Context: an optimization exercise on an open-source flow, tuned for small area and a short achievable clock period. The choices shown serve that exercise and are no tape-out recipe. The RTL was checked by simulation tests, not by an equivalence proof against the original design.

==> flow/design.v (excerpt) <==
module arctos32_top (
    input         clock,
    input         reset,
    output [26:0] imem_addr,
    output        imem_en,
    input  [31:0] imem_rdata,
    output [22:0] dmem_addr,
    output [31:0] dmem_wdata,
    output        dmem_we,
    output        dmem_re,
    input  [31:0] dmem_rdata
);
genvar j;
reg  [31:0] ir;         
reg  [31:0] a, b;       
reg  [26:0] pc;
reg         zf, cf;
wire [2:0] op     = ir[31:29];
wire       is_rr  = (op == 3'd0);
wire       is_imm = (op == 3'd1);
wire       is_li  = (op == 3'd2);
wire       is_mem = (op == 3'd3);
wire       is_br  = (op == 3'd4);
wire       stop   = ir[31] & (ir[30] | ir[29]);    
wire       is_alu = is_rr | is_imm;
wire [3:0] f      = ir[28:25];
always @(posedge clock or negedge reset)
    if (!reset)
        ir[31:24] <= 8'b010_00000;
    else
        ir[31:24] <= {imem_rdata[31:29] | {3{stop}}, imem_rdata[28:24]};
always @(posedge clock)
    ir[23:0] <= imem_rdata[23:0];
wire take = is_br & ((ir[28:27] == 2'd0) | ((ir[28:27] == 2'd1) &  zf) |
                     ((ir[28:27] == 2'd2) & ~zf) | ((ir[28:27] == 2'd3) & cf));
always @(posedge clock or negedge reset)
    if (!reset)
        pc <= 27'd0;
    else if (!stop)
        pc <= take ? ir[26:0] : pc + 27'd1;
wire [2:0] op_nxt = imem_rdata[31:29] | {3{stop}};
reg        en_q, we_q, re_q;
always @(posedge clock or negedge reset)
    if (!reset) begin
        en_q <= 1'b1;
        we_q <= 1'b0;
        re_q <= 1'b0;
    end else begin
        en_q <= ~(op_nxt[2] & (op_nxt[1] | op_nxt[0]));
        we_q <= (op_nxt == 3'd3) &  imem_rdata[28];
        re_q <= (op_nxt == 3'd3) & ~imem_rdata[28];
    end
assign imem_addr = pc;
assign imem_en   = en_q;
wire [31:0] wd, wd_f;    
wire        we = is_alu | is_li | (is_mem & ~ir[28]);
wire [4:0]  wa = is_li ? ir[28:24] : (is_mem ? ir[27:23] : ir[24:20]);
wire [31:0] nx     = imem_rdata;
wire [4:0]  ra_nxt = nx[30] ? nx[27:23] : nx[19:15];
wire [4:0]  rb_nxt = nx[14:10];
wire [31:0] qa_n, qb_n;
register_bank RB (.clock(clock), .reset(reset), .we(we), .wa(wa), .wd(wd),
  ...
Size in the first run: about 5200 cells after synthesis.
Settings: LEC_CHECK=0, CAP_MARGIN=20, CORE_MARGIN=2, CORE_UTILIZATION=50, SLEW_MARGIN=20, SYNTH_HIERARCHICAL=1; clock period 25.0 ns.
standard.sh (not shown) runs the stock make flow with config.mk's settings and CLKGATE_MAP_FILE= SYNTH_SCRIPT=/design/flow/synth_recipe.tcl, a recipe that flattens the netlist after the stock synthesis.
==> flow/flow/run.sh <==
#!/bin/bash
# Own flow: the standard layout (standard synthesis included, unchanged)
# with changes that only steer optimisation; the SDC is unchanged:
#  - repair_timing is asked for a setup margin (flow/margin.txt), so the
#    layout is optimised for a shorter period than the 25 ns constraint;
#  - the port buffers are buf_4 (buffer_ports would otherwise pick a slow
#    delay cell);
#  - clock tree synthesis clusters the sinks more coarsely and adds no dummy
#    loads (a smaller clock tree; every register still gets the clock
#    through the same balanced tree);
#  - after floorplanning, flow/post_fp.tcl upsizes the gates that drive the
#    long wires from the register-bank read trees to the operand registers;
set -euo pipefail
MARGIN=$(cat flow/margin.txt)
bash standard.sh synth > standard_synth.log 2>&1
bash standard.sh SETUP_SLACK_MARGIN=$MARGIN POST_GLOBAL_ROUTE_TCL=$PWD/flow/post_grt.tcl \
    POST_FLOORPLAN_TCL=$PWD/flow/post_fp.tcl \
    "BUFFER_PORTS_ARGS=-buffer_cell sky130_fd_sc_hd__buf_4" \
    "CTS_ARGS=-sink_clustering_enable -repair_clock_nets -dont_use_dummy_load -sink_clustering_size 24 -sink_clustering_max_diameter 70" \
    finish > standard_flow.log 2>&1
==> flow/flow/post_fp.tcl <==
# Sourced by ORFS's floorplan.tcl (POST_FLOORPLAN_TCL): upsize the nand gates
# that drive the last stage (nor3) of each register-bank read tree. Those
# nets run from the register bank to the operand registers, a long wire the
# minimum-size nand drives slowly.
set block [ord::get_db_block]
set n 0
foreach inst [$block getInsts] {
  if {![string match "sky130_fd_sc_hd__nor3_*" [[$inst getMaster] getName]]} { continue }
  foreach it [$inst getITerms] {
    if {![$it isInputSignal]} { continue }
    set net [$it getNet]
    if {$net eq "NULL"} { continue }
    foreach d [$net getITerms] {
      if {![$d isOutputSignal]} { continue }
      set di [$d getInst]
      set dm [[$di getMaster] getName]
      if {$dm eq "sky130_fd_sc_hd__nand4_1"} {
        replace_cell $di sky130_fd_sc_hd__nand4_2
        incr n
      } elseif {$dm eq "sky130_fd_sc_hd__nand3_1"} {
        replace_cell $di sky130_fd_sc_hd__nand3_2
        incr n
      }
    }
  }
}
puts "post_fp: upsized $n read-tree nand gates"
Other scripts of this flow, unchanged in this note and not shown: flow/flow/margin.txt, flow/flow/post_grt.tcl
The baseline aborted during floorplan.
Change:
--- a/flow/flow/run.sh
+++ b/flow/flow/run.sh
@@ -6 +6 @@
-#  - the port buffers are buf_4 (buffer_ports would otherwise pick a slow
+#  - the port buffers are buf_2 (buffer_ports would otherwise pick a slow
@@ -11,2 +10,0 @@
-#  - after floorplanning, flow/post_fp.tcl upsizes the gates that drive the
-#    long wires from the register-bank read trees to the operand registers;
@@ -17,2 +15 @@
-    POST_FLOORPLAN_TCL=$PWD/flow/post_fp.tcl \
-    "BUFFER_PORTS_ARGS=-buffer_cell sky130_fd_sc_hd__buf_4" \
+    "BUFFER_PORTS_ARGS=-buffer_cell sky130_fd_sc_hd__buf_2" \
removed: flow/flow/post_fp.tcl
After rerunning:
- This time the run completed without violations
- synthesized area does not change
- synthesized cell count is unchanged


## run 1
Starting RTL as in the previous note.
export LEC_CHECK = 0
export CAP_MARGIN = 20
export CORE_MARGIN = 2
export CORE_UTILIZATION = 50
export SLEW_MARGIN = 20
export SYNTH_HIERARCHICAL = 1
create_clock -name core_clock -period 25.0 [get_ports {clock}]
==> flow/flow/run.sh <==
#!/bin/bash
# Own flow: the standard layout (standard synthesis included, unchanged)
# with changes that only steer optimisation; the SDC is unchanged:
#  - repair_timing is asked for a setup margin (flow/margin.txt), so the
#    layout is optimised for a shorter period than the 25 ns constraint;
#  - the port buffers are buf_4 (buffer_ports would otherwise pick a slow
#    delay cell);
#  - clock tree synthesis clusters the sinks more coarsely and adds no dummy
#    loads (a smaller clock tree; every register still gets the clock
#    through the same balanced tree);
set -euo pipefail
MARGIN=$(cat flow/margin.txt)
bash standard.sh synth > standard_synth.log 2>&1
bash standard.sh SETUP_SLACK_MARGIN=$MARGIN POST_GLOBAL_ROUTE_TCL=$PWD/flow/post_grt.tcl \
    "BUFFER_PORTS_ARGS=-buffer_cell sky130_fd_sc_hd__buf_4" \
    "CTS_ARGS=-sink_clustering_enable -repair_clock_nets -dont_use_dummy_load -sink_clustering_size 24 -sink_clustering_max_diameter 70" \
    finish > standard_flow.log 2>&1
==> flow/flow/margin.txt <==
18.5
==> flow/flow/post_grt.tcl <==
# Sourced by ORFS's global_route.tcl (POST_GLOBAL_ROUTE_TCL) after its
# repair_timing: repair max slew and capacitance once more, with a wider
# margin, then legalise and re-route the changed nets incrementally.
puts "post_grt: repair_design after repair_timing"
estimate_parasitics -global_routing
repair_design -slew_margin 35 -cap_margin 35 -verbose
global_route -start_incremental
detailed_placement
global_route -end_incremental
estimate_parasitics -global_routing
report_check_types -max_slew -max_cap -violators
Run 1 | status: complete | timing, DRC, antenna: pass
The following lists how run 2 was set up differently from run 1:
-- flow/flow/run.sh --
<<< run 1, line 11
>>> run 2, line 11
#  - timing is repaired once, after clock tree synthesis; global routing
#    skips its own incremental repair (SKIP_INCREMENTAL_REPAIR), and
#    flow/post_grt.tcl repairs max slew and capacitance after it instead.
# make's output goes to standard_synth.log and standard_flow.log; each ORFS
# step writes its own log under orfs/logs.
<<< run 1, line 15
>>> run 2, line 20
    SKIP_INCREMENTAL_REPAIR=1 \
==> flow/flow/margin.txt <==
18.75
-- flow/flow/post_grt.tcl --
<<< run 1, line 1
# Sourced by ORFS's global_route.tcl (POST_GLOBAL_ROUTE_TCL) after its
# repair_timing: repair max slew and capacitance once more, with a wider
>>> run 2, line 1
# Sourced by ORFS's global_route.tcl (POST_GLOBAL_ROUTE_TCL) after global
# routing: repair max slew and capacitance once more, with a wider
Results
Status(run 2) = ERROR, stage = global routing
Reported for run 2 and run 1, adder-cell share of the synthesized area turned out identical to the last digit.
Number of standard cells after synthesis essentially unchanged between run 1 and run 2.
Compared to run 1, run 2 has number of buffers created by CTS 3 higher.
Summary — number of cells in the design after placement, run 2 relative to run 1: lower, by about 0.7%.
Comparing run 2 against run 1, there is no change at all in total number of H-tree levels.
Post-synthesis instance area: run 1 vs run 2 identical
As far as number of buffer cells added on primary ports is concerned, run 2 and run 1 perform about the same.
Run 1 → run 2: number of gates given a new drive strength after cts saw an increase; placement-stage cell area ~0 delta; placement-stage worst setup slack went down by 0.45 ns; die outline height ~0 delta.
diff inputs: run 2 => run 3
==> flow/flow/run.sh <==
#!/bin/bash
# Own flow: the standard layout (standard synthesis included, unchanged)
# with changes that only steer optimisation; the SDC is unchanged:
#  - repair_timing is asked for a setup margin, so the layout is optimised
#    for a shorter period than the 25 ns constraint: flow/margin.txt after
#    clock tree synthesis, flow/margin_grt.txt after global routing (a little
#    more, since detailed routing loses some of what it gains);
#  - the port buffers are buf_4 (buffer_ports would otherwise pick a slow
#    delay cell);
#  - clock tree synthesis clusters the sinks more coarsely and adds no dummy
#    loads (a smaller clock tree; every register still gets the clock
#    through the same balanced tree);
set -euo pipefail
MARGIN=$(cat flow/margin.txt)
MARGIN_GRT=$(cat flow/margin_grt.txt)
COMMON=("BUFFER_PORTS_ARGS=-buffer_cell sky130_fd_sc_hd__buf_4"
        "CTS_ARGS=-sink_clustering_enable -repair_clock_nets -dont_use_dummy_load -sink_clustering_size 24 -sink_clustering_max_diameter 70"
        "POST_GLOBAL_ROUTE_TCL=$PWD/flow/post_grt.tcl")
bash standard.sh synth > standard_synth.log 2>&1
bash standard.sh SETUP_SLACK_MARGIN=$MARGIN "${COMMON[@]}" cts > standard_cts.log 2>&1
bash standard.sh SETUP_SLACK_MARGIN=$MARGIN_GRT "${COMMON[@]}" finish > standard_flow.log 2>&1
==> flow/flow/margin.txt <==
18.5
==> flow/flow/margin_grt.txt (new file) <==
18.8
-- flow/flow/post_grt.tcl --
<<< run 2, line 1
# Sourced by ORFS's global_route.tcl (POST_GLOBAL_ROUTE_TCL) after global
# routing: repair max slew and capacitance once more, with a wider
>>> run 3, line 1
# Sourced by ORFS's global_route.tcl (POST_GLOBAL_ROUTE_TCL) after its
# repair_timing: repair max slew and capacitance once more, with a wider
Findings:
The share of the synthesized netlist area taken by xor and xnor gates was comparable across run 3 and run 2.
Routability-driven placement congestion ratio (run 3 over run 2): decrease, about 6%
Comparing run 3 and run 2, the higher count of placed standard cells including taps is on run 3.
Delta (run 3 minus run 2): detailed-placement wirelength estimate fell 1.7%; post-synthesis compound-gate area fraction about even; total cell area at the placement stage about even.
Run 3 vs. run 2: hold buffer count at cts held steady, number of buffers added for setup after CTS lower.
Every stage of the flow completed for run 3, and the final layout passed the timing, DRC and antenna checks.
Run 2 -> run 3: number of buffers added by the clock tree synthesis step decreased by a few percent
## Diff of input files: run 4 against run 3
- a change of CORE_UTILIZATION from 50 to 58
==> flow/flow/run.sh <==
#!/bin/bash
# Own flow: the standard layout (standard synthesis included, unchanged)
# with changes that only steer optimisation; the SDC is unchanged:
#  - repair_timing is asked for a setup margin (flow/margin.txt), so the
#    layout is optimised for a shorter period than the 25 ns constraint;
#  - the port buffers are buf_4 (buffer_ports would otherwise pick a slow
#    delay cell);
#  - clock tree synthesis clusters the sinks more coarsely and adds no dummy
#    loads (a smaller clock tree; every register still gets the clock
#    through the same balanced tree);
set -euo pipefail
MARGIN=$(cat flow/margin.txt)
bash standard.sh synth > standard_synth.log 2>&1
bash standard.sh SETUP_SLACK_MARGIN=$MARGIN POST_GLOBAL_ROUTE_TCL=$PWD/flow/post_grt.tcl \
    "BUFFER_PORTS_ARGS=-buffer_cell sky130_fd_sc_hd__buf_4" \
    "CTS_ARGS=-sink_clustering_enable -repair_clock_nets -dont_use_dummy_load -sink_clustering_size 24 -sink_clustering_max_diameter 70" \
    finish > standard_flow.log 2>&1
removed: flow/flow/margin_grt.txt
--- outcome ---
The final layout from run 4, which completed every stage, passed the timing, DRC and antenna checks at the end of the flow.
Between run 4 and run 3, the flip-flop and latch count after synthesis does not differ in any meaningful way.
Global-route wire length before repair is higher on run 3
The post-layout minimum cycle time in run 4 sits 0.0070 ns below the value recorded for run 3.
Re level count of the clock H-tree: no difference whatsoever between run 3 and run 4.

[port drivers added, routing unchanged]
The flow's constraints put no driver on any port. The routed layouts listed below were extracted and timed again, unchanged, in two steps.
Step 1 (the two cells are an assumption about what drives the block):
set clk [get_ports {clock}]
set_driving_cell -lib_cell sky130_fd_sc_hd__clkbuf_16 $clk
set_driving_cell -lib_cell sky130_fd_sc_hd__buf_2 [delete_from_list [all_inputs] $clk]
Step 2 also shifts input and output timing later by t, the mid clock arrival at the registers, as if the neighbouring blocks saw the same clock.
Slacks: no drivers / after step 1 / after step 2; pairs: no drivers / after step 1.
run | t, ns | setup WS [ns] | hold slack, ns
the second run of note 1 | 0.744 | 18.297 / 18.185 / 17.441 | 0.477 / 0.477 / 0.477
run 1 | 0.767 | 18.384 / 18.212 / 17.444 | 0.475 / 0.475 / 0.475
run 3 | 0.769 | 18.240 / 18.169 / 17.399 | 0.476 / 0.476 / 0.476
run 4 | 0.720 | 18.247 / 18.120 / 17.401 | 0.462 / 0.462 / 0.462
After both steps every run listed still meets setup and hold. For run 1, which loses most, drivers alone change the setup slack by -0.172 ns; drivers and shift together by -0.940 ns.
